This design comes from an exercise in tuning for small area on the open sky130 flow, not from production work.
In this exercise RTL edits were held to simulation tests only and were not proved equivalent to the original.
Power figures rest on the tool's default switching activity, not on a simulated workload.

==> flow/design.v <==
 module fifo1(input clk,rst,sft_rst,read_enb,write_enb,lfd_state,input [7:0] data_in,output reg[7:0] data_out,output empty,full);
reg [8:0]mem[0:15];
reg [4:0] w_ptr,r_ptr;
reg lfd_t;
integer i;
reg [5:0]temp;
always@(posedge clk)
begin
        if(rst==1'b0)
        begin
                w_ptr<=5'b0;
                for(i=0;i<16;i=i+1)
                begin
                        mem[i]<=9'b0;
                end
        end
        else if(sft_rst)
        begin
                w_ptr<=5'b0;
                for(i=0;i<16;i=i+1)
                begin
                        mem[i]<=9'b0;
                end
        end
        else if(write_enb && !full)
        begin
                mem[w_ptr[3:0]]<={lfd_t,data_in};
                w_ptr<=w_ptr+1'b1;
        end
        else
                        w_ptr<=w_ptr;
end
always@(posedge clk)
begin
        if(rst==1'b0)
        begin
                r_ptr<=5'b0;
                data_out<=8'b0;
        end
        else if(empty==0 && read_enb==1'b1)
        begin
                data_out<=mem[r_ptr[3:0]];
                r_ptr<=r_ptr+1'b1;
        end
        else if(sft_rst==1'b1)
        begin
                data_out<=8'b0;
        end
        else if(temp==0)
                        data_out<=8'b0;
end
always@(posedge clk)
begin
        if(rst==1'b0)
        begin
                lfd_t<=0;
        end
        else if(sft_rst==1'b1)
                lfd_t<=0;
        else
                lfd_t<=lfd_state;
end
always@(posedge clk)
begin
        if(rst==0)
                temp<=0;
        else if(sft_rst)
                temp<=0;
        else if(empty==0 && read_enb)
        begin
                if(mem[r_ptr[3:0]][8]==1)
                temp<=mem[r_ptr[3:0]][7:2]+1'b1;
                else if(temp!=0)
           temp<=temp-1'b1;
                end
end
assign full=(w_ptr==5'd16 && r_ptr==5'd0)?1'b1:1'b0;
assign empty=(r_ptr==w_ptr)?1'b1:1'b0;
endmodule
module Synchronizer(input rst,clk,detect_add,
                          read_enb_0,read_enb_1,read_enb_2,
                          full_0,full_1,full_2,
                          empty_0,empty_1,empty_2,
                          write_enb_reg,
                          input [1:0] data_in,
                    output vld_out_0,vld_out_1,vld_out_2,
                         output reg sft_rst_0,sft_rst_1,sft_rst_2,
                            fifo_full,
                    output reg [2:0] write_enb);
            reg [1:0] address;
            reg [7:0] count_0,count_1,count_2;
                 wire flag_0,flag_1,flag_2;
            always@(posedge clk)
            begin
                    if(rst==1'b0)
                            address<=2'b00;
                    else if(detect_add==1'b1)
                            address<=data_in;
            end
            always@(*)
            begin
                    if(write_enb_reg==1'b1)
                         begin
                            case(address)
                                    2'b00:write_enb=3'b001;
                                    2'b01:write_enb=3'b010;
                                    2'b10:write_enb=3'b100;
                                    default : write_enb=3'b000;
                    endcase
                         end
                    else
                            write_enb=3'b000;
            end
            always@(*)
            begin
                    case(address)
                            2'b00:fifo_full=full_0;
                            2'b01:fifo_full=full_1;
                            2'b10:fifo_full=full_2;
                            default:fifo_full=1'b0;
            endcase
    end
    assign vld_out_0= ~empty_0;
    assign vld_out_1= ~empty_1;
    assign vld_out_2= ~empty_2;
    assign flag_0=(count_0==8'd29);
    assign flag_1=(count_1==8'd29);
    assign flag_2=(count_2==8'd29);
    always@(posedge clk)
    begin
            if(rst==1'b0)
            begin
                    count_0<=0;
                    sft_rst_0<=1'b0;
            end
            else if(vld_out_0==1'b0)
            begin
                    count_0<=0;
                    sft_rst_0<=1'b0;
            end
            else if(read_enb_0==1'b1)
            begin
                    count_0<=8'b0;
                    sft_rst_0<=1'b0;
            end
            else
            begin
                    if(flag_0)
                            begin
                                    count_0<=0;
                                    sft_rst_0<=1'b1;
                            end
                    else
                            count_0<=count_0+1;
            end
    end
         always@(posedge clk)
    begin
            if(rst==1'b0)
            begin
                    count_1<=0;
                    sft_rst_1<=1'b0;
            end
            else if(vld_out_1==1'b0)
            begin
                    count_1<=0;
                    sft_rst_1<=1'b0;
            end
            else if(read_enb_1==1'b1)
            begin
                    count_1<=8'b0;
                    sft_rst_1<=1'b0;
            end
            else
            begin
                    if(flag_1)
                            begin
                                    count_1<=0;
                                    sft_rst_1<=1'b1;
                            end
                    else
                            count_1<=count_1+1;
            end
    end
         always@(posedge clk)
    begin
            if(rst==1'b0)
            begin
                    count_2<=0;
                    sft_rst_2<=1'b0;
            end
            else if(vld_out_2==1'b0)
            begin
                    count_2<=0;
                    sft_rst_2<=1'b0;
            end
            else if(vld_out_2==1'b0)
            begin
                    count_2<=0;
                    sft_rst_2<=1'b0;
            end
            else if(read_enb_2==1'b1)
            begin
                    count_2<=1'b0;
                    sft_rst_2<=1'b0;
            end
            else
            begin
                    if(flag_2)
                            begin
                                    count_2<=0;
                                    sft_rst_2<=1'b1;
                            end
                    else
                            count_2<=count_2+1;
            end
    end
    endmodule
module fsm(input clk,rst,pkt_valid,parity_done,
                 sft_rst_0,sft_rst_1,sft_rst_2,
                 fifo_full,low_pkt_valid,
                 fifo_empty_0,fifo_empty_1,fifo_empty_2,
           input [1:0] data_in,
           output busy,detect_add,ld_state,laf_state,full_state,write_enb_reg,rst_int_reg,lfd_state);
parameter decoder_address=3'b000,
               load_first_data=3'b001,
               wait_till_empty=3'b010,
                         load_data=3'b011,
                    load_parity=3'b100,
               check_parity_error=3'b101,
               fifo_full_state=3'b110,
               load_after_full=3'b111;
  reg [2:0] state,next_state;
  always@(posedge clk)begin
          if(rst==1'b0)
                  state<= decoder_address;
                else if(sft_rst_0 ||sft_rst_1 || sft_rst_2)
                        state<= decoder_address;
          else
                  state<=next_state;
  end
  always@(*)
       begin
               next_state=decoder_address;
               case(state)
                                decoder_address:if((pkt_valid &&(data_in[1:0]==0)&& fifo_empty_0)||
                                               (pkt_valid &&(data_in[1:0]==1)&& fifo_empty_1)||
                                                         (pkt_valid &&(data_in[1:0]==2)&& fifo_empty_2))
                                                                                  begin
                                                                                                next_state=load_first_data;
                                                                                  end
                                        else if((pkt_valid &&(data_in[1:0]==0)&& !fifo_empty_0)||
                                                            (pkt_valid &&(data_in[1:0]==1)&& !fifo_empty_1)||
                                                            (pkt_valid &&(data_in[1:0]==2)&& !fifo_empty_2))
                                                                                  begin
                                                                                                next_state=wait_till_empty;
                                end
                                                                         else
                                                                                                next_state=decoder_address;
                       load_first_data:next_state=load_data;
                                 wait_till_empty:if((fifo_empty_0  && (data_in[1:0]==0)) ||
                                                                                   (fifo_empty_1 && (data_in[1:0]==1)) ||
                                                          (fifo_empty_2 && (data_in[1:0]==2)) )
                                                                                        next_state= load_first_data;
                                                                         else
                                                                                        next_state=wait_till_empty;
                       load_data:if((!fifo_full) && (!pkt_valid))
                                                                        next_state=load_parity;
                                                          else if(fifo_full)
                                                                        next_state=fifo_full_state;
                                                          else
                                                                        next_state=load_data;
                                load_parity:next_state=check_parity_error;
                                check_parity_error:if(!fifo_full)
                                                                                                next_state=decoder_address;
                                                                                 else if(fifo_full)
                                                                                                next_state=fifo_full_state;
                                fifo_full_state:if(!fifo_full)
                                                next_state=load_after_full;
                                        else
                                                next_state=fifo_full_state;
                                load_after_full:if(!parity_done && !low_pkt_valid)
                                           next_state=load_data;
                                        else if(!parity_done && low_pkt_valid)
                                                                        next_state=load_parity;
                                                  else if(parity_done)
                                                                        next_state=decoder_address;
                                                  else
                                                                        next_state=load_after_full;
                endcase
        end
assign busy=((state==load_first_data) ||(state==load_parity)||(state==fifo_full_state) ||(state==load_after_full) ||(state== wait_till_empty) || (state==check_parity_error));
assign detect_add= (state==decoder_address);
assign ld_state= (state==load_data);
assign laf_state= (state==load_after_full);
assign full_state= (state==fifo_full_state);
assign write_enb_reg=(state==load_parity) ||(state==load_data) ||(state==load_after_full) ;
assign rst_int_reg=(state==check_parity_error);
assign lfd_state=(state==load_first_data);
endmodule
module register(input clk,rst,pkt_valid,fifo_full,rst_int_reg,detect_add,ld_state,laf_state,full_state,lfd_state,input [7:0] data_in,output reg parity_done,low_pkt_valid,err,output reg [7:0] dout);
reg [7:0] header;
reg [7:0] full_state_byte;
reg [7:0] internal_parity;
reg [7:0] packet_parity;
always@(posedge clk)
begin
        if(rst==1'b0)
        begin
                dout<=8'b0;
                full_state_byte<=0;
                end
        else if(detect_add && pkt_valid && data_in[1:0]!=2'd3)
                dout<=dout;
        else if(lfd_state)
                dout<=header;
        else if(ld_state && !fifo_full)
                dout<=data_in;
        else if(ld_state && fifo_full)
                full_state_byte<=data_in;
        else if(laf_state)
                dout<=full_state_byte;
        else
                dout<=dout;
end
always@(posedge clk)
begin
        if(rst==1'b0)
                header<=0;
        else if(detect_add && pkt_valid && data_in[1:0]!=3)
                header<=data_in;
        else
                header<=header;
end
always@(posedge clk)
begin
        if(rst==1'b0)
                internal_parity<=8'b0;
        else if(detect_add)
                internal_parity<=8'b0;
        else if(lfd_state)
                internal_parity<=internal_parity^header;
        else if(pkt_valid && ld_state && !full_state)
                internal_parity<=internal_parity^data_in;
        else
                internal_parity<=internal_parity;
end
always@(posedge clk)
begin
        if(rst==1'b0)
                 packet_parity<=8'b0;
        else if(detect_add)
                 packet_parity<=8'b0;
        else if(ld_state && !pkt_valid)
                 packet_parity<=data_in;
        else
                 packet_parity<= packet_parity;
 end
always@(posedge clk)
begin
        if(rst==1'b0)
                parity_done<=1'b0;
        else if((ld_state==1'b1 && (!fifo_full && !pkt_valid)) || (laf_state && low_pkt_valid && (!parity_done)))
                parity_done<=1'b1;
        else if(detect_add)
                parity_done<=1'b0;
end
always@(posedge clk)
begin
        if(!rst)
                low_pkt_valid<=1'b0;
        else if(rst_int_reg==1'b1)
                low_pkt_valid<=1'b0;
        else if(ld_state && (!pkt_valid))
                low_pkt_valid<=1'b1;
        else
        low_pkt_valid<=1'b0;
end
always@(posedge clk)
begin
        if(!rst)
                err<=1'b0;
        else if((packet_parity!=internal_parity) && (parity_done))
                err<=1'b1;
        else if((packet_parity ==internal_parity) && parity_done)
                err<=1'b0;
end
endmodule
module router(input clk,rst,
                                                read_enb_0,read_enb_1,read_enb_2,pkt_valid,
                                                input [7:0] data_in,
                                                output vld_out_0,vld_out_1,vld_out_2,err,busy,
                                                output [7:0] data_out_0,data_out_1,data_out_2);
wire [2:0] write_enb;
wire [7:0] dout;
fifo1 F0(.clk(clk),.rst(rst),.write_enb(write_enb[0]),.sft_rst(sft_rst_0),.read_enb(read_enb_0),.data_in(dout),.lfd_state(lfd_state),.empty(fifo_empty_0),.data_out(data_out_0),.full(full_0));
fifo1 F1(.clk(clk),.rst(rst),.write_enb(write_enb[1]),.sft_rst(sft_rst_1),.read_enb(read_enb_1),.data_in(dout),.lfd_state(lfd_state),.empty(fifo_empty_1),.data_out(data_out_1),.full(full_1));
fifo1 F2(.clk(clk),.rst(rst),.write_enb(write_enb[2]),.sft_rst(sft_rst_2),.read_enb(read_enb_2),.data_in(dout),.lfd_state(lfd_state),.empty(fifo_empty_2),.data_out(data_out_2),.full(full_2));
Synchronizer synch1(.detect_add(detect_add),.data_in(data_in[1:0]),.clk(clk),.rst(rst),.write_enb_reg(write_enb_reg),
                                         .read_enb_0(read_enb_0),.read_enb_1(read_enb_1),.read_enb_2(read_enb_2),
                                         .empty_0(fifo_empty_0),.empty_1(fifo_empty_1),.empty_2(fifo_empty_2),
                                         .full_0(full_0),.full_1(full_1),.full_2(full_2),
                                         .vld_out_0(vld_out_0),.vld_out_1(vld_out_1),.vld_out_2(vld_out_2),
                                         .sft_rst_0(sft_rst_0),.sft_rst_1(sft_rst_1),.sft_rst_2(sft_rst_2),
                                         .fifo_full(fifo_full),.write_enb(write_enb));
fsm fsm1(.clk(clk),.rst(rst),.pkt_valid(pkt_valid),
       .parity_done(parity_done),
            .sft_rst_0(sft_rst_0),.sft_rst_1(sft_rst_1),.sft_rst_2(sft_rst_2),
            .fifo_full(fifo_full),.low_pkt_valid(low_pkt_valid),
                 .fifo_empty_0(fifo_empty_0),.fifo_empty_1(fifo_empty_1),.fifo_empty_2(fifo_empty_2),
            .data_in(data_in[1:0]),
            .busy(busy),.detect_add(detect_add),.ld_state(ld_state),.laf_state(laf_state),.full_state(full_state),
                 .write_enb_reg(write_enb_reg),.rst_int_reg(rst_int_reg),.lfd_state(lfd_state));
register r1(.clk(clk),.rst(rst),.pkt_valid(pkt_valid),.fifo_full(fifo_full),
                                .rst_int_reg(rst_int_reg),.detect_add(detect_add),.ld_state(ld_state),.laf_state(laf_state),
                                .full_state(full_state),.lfd_state(lfd_state),.data_in(data_in),
                                .parity_done(parity_done),.low_pkt_valid(low_pkt_valid),.err(err),.dout(dout));
endmodule
==> flow/run.sh <==
#!/bin/bash
# synth_recipe.tcl (not shown) runs the flow's synth.tcl, then flattens the netlist and writes it again
# the make line also repeats each setting of config.mk as NAME=value (left out here)
make -C /OpenROAD-flow-scripts/flow DESIGN_CONFIG=/design/flow/config.mk WORK_HOME=/design/flow/orfs CLKGATE_MAP_FILE= SYNTH_SCRIPT=/design/flow/synth_recipe.tcl finish
==> flow/config.mk <==
export PLATFORM = sky130hd
export DESIGN_NAME = router
export DESIGN_NICKNAME = router
export VERILOG_FILES = /design/flow/design.v
export SDC_FILE = /design/flow/constraint.sdc
export NUM_CORES = 4
export LEC_CHECK = 0
export CAP_MARGIN = 20
export CORE_MARGIN = 2
export CORE_UTILIZATION = 40
export SLEW_MARGIN = 20
==> flow/constraint.sdc <==
create_clock -name core_clock -period 5.0 [get_ports {clk}]
set_input_delay 1.0000 -clock core_clock [delete_from_list [all_inputs] [get_ports {clk}]]
set_output_delay 1.0000 -clock core_clock [all_outputs]
set_load 0.01 [all_outputs]
==> qor.csv <==
metric,value,unit
post-synth top area share,0.467,
"non-filler cells, final",3162,
Final Instance Area,0.0314,mm^2
max-slew violation count,0,
Yosys warning count,23,
async set or reset register ratio after synthesis,0,
share of layout cells above drive strength 1,0.152,
Reg2Reg Depth,6,
die area,0.0716,mm^2
Die W,268,um
chip height,268,um
PD cells,353,mW/mm^2
Fill cells,6140,
hold wc startpoint,r1.packet_parity[3],
RSZ-0062 raised after global routing,false,
Skew-Pair Late Insertion Delay,0.61,ns
Synth area leaders,"edfxtp_1, dfxtp_1, and2_1",
Worst setup EP type,output port,
"CP delay by family, top",flip-flops,
WL/cell,21.5,um
Reg2Reg Setup Slack,1.43,ns
Period minus WS final,3.70,ns
Routed Wire Length,68.1,mm
sequential area share after synthesis,0.584,
synthesized area per cell,13.0,um^2
CTS sink cnt,594,
Critical Path Fanout Max,11,
Hold Fails Final Rpt,0,
row count,96,
FMAX,270,MHz
area growth from synthesis to layout,12.9,%
setup skew after layout,0.0379,ns
Synthesized Nets,2190,
leak pwr,10.9,nW
mapped cell area,0.0278,mm^2
total power,11.1,mW
Final Util,0.456,
Slew @ Worst Pin,1.07,ns
Cell variety after synth,74,
Worst Hold End,r1.packet_parity[3],
Post-CTS Setup Bufs,0,
status,no timing/DRC/antenna violations,
"EDFF count, synth",432,
first-pass GRT wire length,105,mm
# hold bufs at CTS,0,
Setup Total Neg Slack,0,ns
core area,0.0687,mm^2
input/output buffers,42,
final period utilization,0.740,
reg2reg start,fsm1.state[1],
r2r endpoint,F0.mem[1][4],
I/O pin count,43,
# setup viols final,0,
HP Class,reg2reg,
routed vias/inst,5.44,
slowest cell delay on critical path,0.71,ns
Placed Area,0.0292,mm^2
top_reg_cell synth,edfxtp_1,
max-cap viol count,0,
crit path cell chain,"xor2_1, nor2_1, nand2_1, clkdlybuf4s50_1",
placed cells,3040,
Total GRT Usage,0.193,
commonest cells in the netlist,"and2_1, edfxtp_1, dfxtp_1",
worst vdd ir,0.212,mV
max_slew headroom,0.288,
vias in the first global route,17000,
Yosys reg bits,594,
Worst path slowest cell,dfxtp_1,
critical path arrival,2.70,ns
crit start category,flop,
Worst-path clk slew,0.06,ns
Crit path required time,4.00,ns
Nets,2224,
Placer Congestion,0.838,
CTS-repair resized insts,0,
Worst Path Buf+Inv,1,
# H-tree levels,3,
TritonRoute pass-1 iters,5,
Via Count,17200,
initial antenna violation count,1,
Setup CP Type,reg2out,
initial core utilization,0.404,
CTS tree,done,
CTS Buf Count,66,
grt total ovfl,0,
largest net degree at the start of global routing,50,
DRC Markers,0,
hold depth,2,
initial DRC count,1467,
cell taking the most area after synthesis,edfxtp_1,
Detail Route Antenna Nets,0,
"count leader, synth",and2_1,
Detailed Place HPWL,44.6,mm
Clock Path Buffers,3,
Root Driver,clkbuf_16,
Post-Syn Instances,2143,
[logic make-up (layout without fill, tap and decap cells)]
kind of cell | Yosys count | count (layout) | share of synthesized area
XOR/XNOR | 80 | 80 | 0.0252
buffers and inverters | 159 | 246 | 0.0251
multiplexers | 148 | 148 | 0.107
AND/OR/NAND/NOR | 874 | 874 | 0.184
other | 0 | 1 | 0
adder cells (fa/ha/maj) | 33 | 33 | 0.0149
flip-flops | 594 | 594 | 0.584
AO/OA/AOI/OAI | 255 | 255 | 0.0595
[tightest hold or removal path: stages (launching register included)]
cell,delay (ns)
dfxtp_1,0.31
nand2_1,0.05
a21oi_1,0.05
[worst max-delay path by stage]
| stage | start | end | slack (ns) | cells after the start |
|---|---|---|---|---|
| after floorplan | rst | F1.mem[12][0] | 1.58 | 6 |
| after global placement | rst | F0.mem[8][2] | 1.10 | 6 |
| after detailed placement | rst | F0.mem[8][4] | 1.05 | 6 |
| after CTS | F2.w_ptr[2] | vld_out_2 | 1.28 | 4 |
| after global routing | F2.w_ptr[2] | vld_out_2 | 1.20 | 4 |
| final | F2.w_ptr[2] | vld_out_2 | 1.30 | 4 |
[stage by stage]
stage	hold WS (ns)	setup WS, ns
finish	0.464	1.30
global route	0.486	1.20
CTS	0.466	1.28
detailed placement	0.458	1.05
global placement	0.449	1.10
floorplan	0.433	1.58
[report_power, final]
part / switching [mW] / internal (mW) / total [mW] / leakage [nW]
registers: 0.113 / 5.42 / 5.53 / 5.76
logic: 0.431 / 0.230 / 0.661 / 4.11
clock network: 1.98 / 2.91 / 4.89 / 1.07
[area by class of cell]
class	count	area [um^2]	share of cell area
flip-flops and latches	594	16200	0.518
multi-input cells	1390	10900	0.347
clock buffers	89	1840	0.0587
well taps	931	1160	0.0371
repair buffers	89	773	0.0247
clock inverters	32	338	0.0108
inverters	36	135	0.00431
diodes	1	2.50	0.0000798
[flip-flops by register name, indices dropped and copies added, names as in the netlist, 5 cells and up, named ones only]
signal              cells
F0.mem                144
F1.mem                144
F2.mem                144
F0.data_out             8
F1.data_out             8
F2.data_out             8
r1.dout                 8
r1.full_state_byte      8
r1.header               8
r1.internal_parity      8
r1.packet_parity        8
synch1.count_0          8
synch1.count_1          8
synch1.count_2          8
F0.temp                 6
F1.temp                 6
F2.temp                 6
F0.r_ptr                5
F0.w_ptr                5
F1.r_ptr                5
F1.w_ptr                5
F2.r_ptr                5
F2.w_ptr                5
[metal layers]
| metal | share of wire | vias up | GRT usage |
|---|---|---|---|
| li1 | - | 7906 | - |
| met1 | 0.46 | 8686 | 0.275 |
| met2 | 0.46 | 495 | 0.301 |
| met3 | 0.050 | 111 | 0.0314 |
| met4 | 0.028 | 0 | 0.0598 |
| met5 | 0 | - | 0 |
[cells in the final DEF, fill, tap and decap left out, types with 29 or more instances in the layout]
cell type / Yosys / final
dfxtp_1: 162 / 150
clkbuf_16: 0 / 68
a21oi_1: 54 / 54
nor2_1: 145 / 143
o21ai_0: 43 / 43
and2_1: 441 / 441
nand3_1: 48 / 48
mux4_2: 120 / 120
inv_1: 34 / 34
ha_1: 33 / 33
xnor2_1: 29 / 29
nand2_1: 78 / 78
xor2_1: 51 / 51
clkdlybuf4s50_1: 0 / 42
edfxtp_1: 432 / 432
buf_4: 5 / 47

## separate check: timing with driven ports
The flow's constraints put no driver on any port. The routed layout listed below was extracted and timed again, unchanged, in two steps. Step 1 assumes that a clkbuf_16 drives the clock port and a buf_2 every other input. Step 2 adds t to the input delays and takes it off the output delays; t is the mean of the earliest and latest rising clock arrival at the registers after step 1. Input paths then give back, and output paths get back, about the clock's delay inside the block. a / b / c = ideal / step 1 / step 2; a / b = the first two.
t, ns: 0.659
setup WS [ns]: 1.298 / 1.235 / 1.042
worst setup path after step 2: input to register
worst slew at a driven data input, ns: 0.05
cell pins on the clock port's net: 1
After both steps this run still meets setup and hold. The setup slack of this run moves by -0.063 ns with the drivers and by -0.256 ns with both steps.
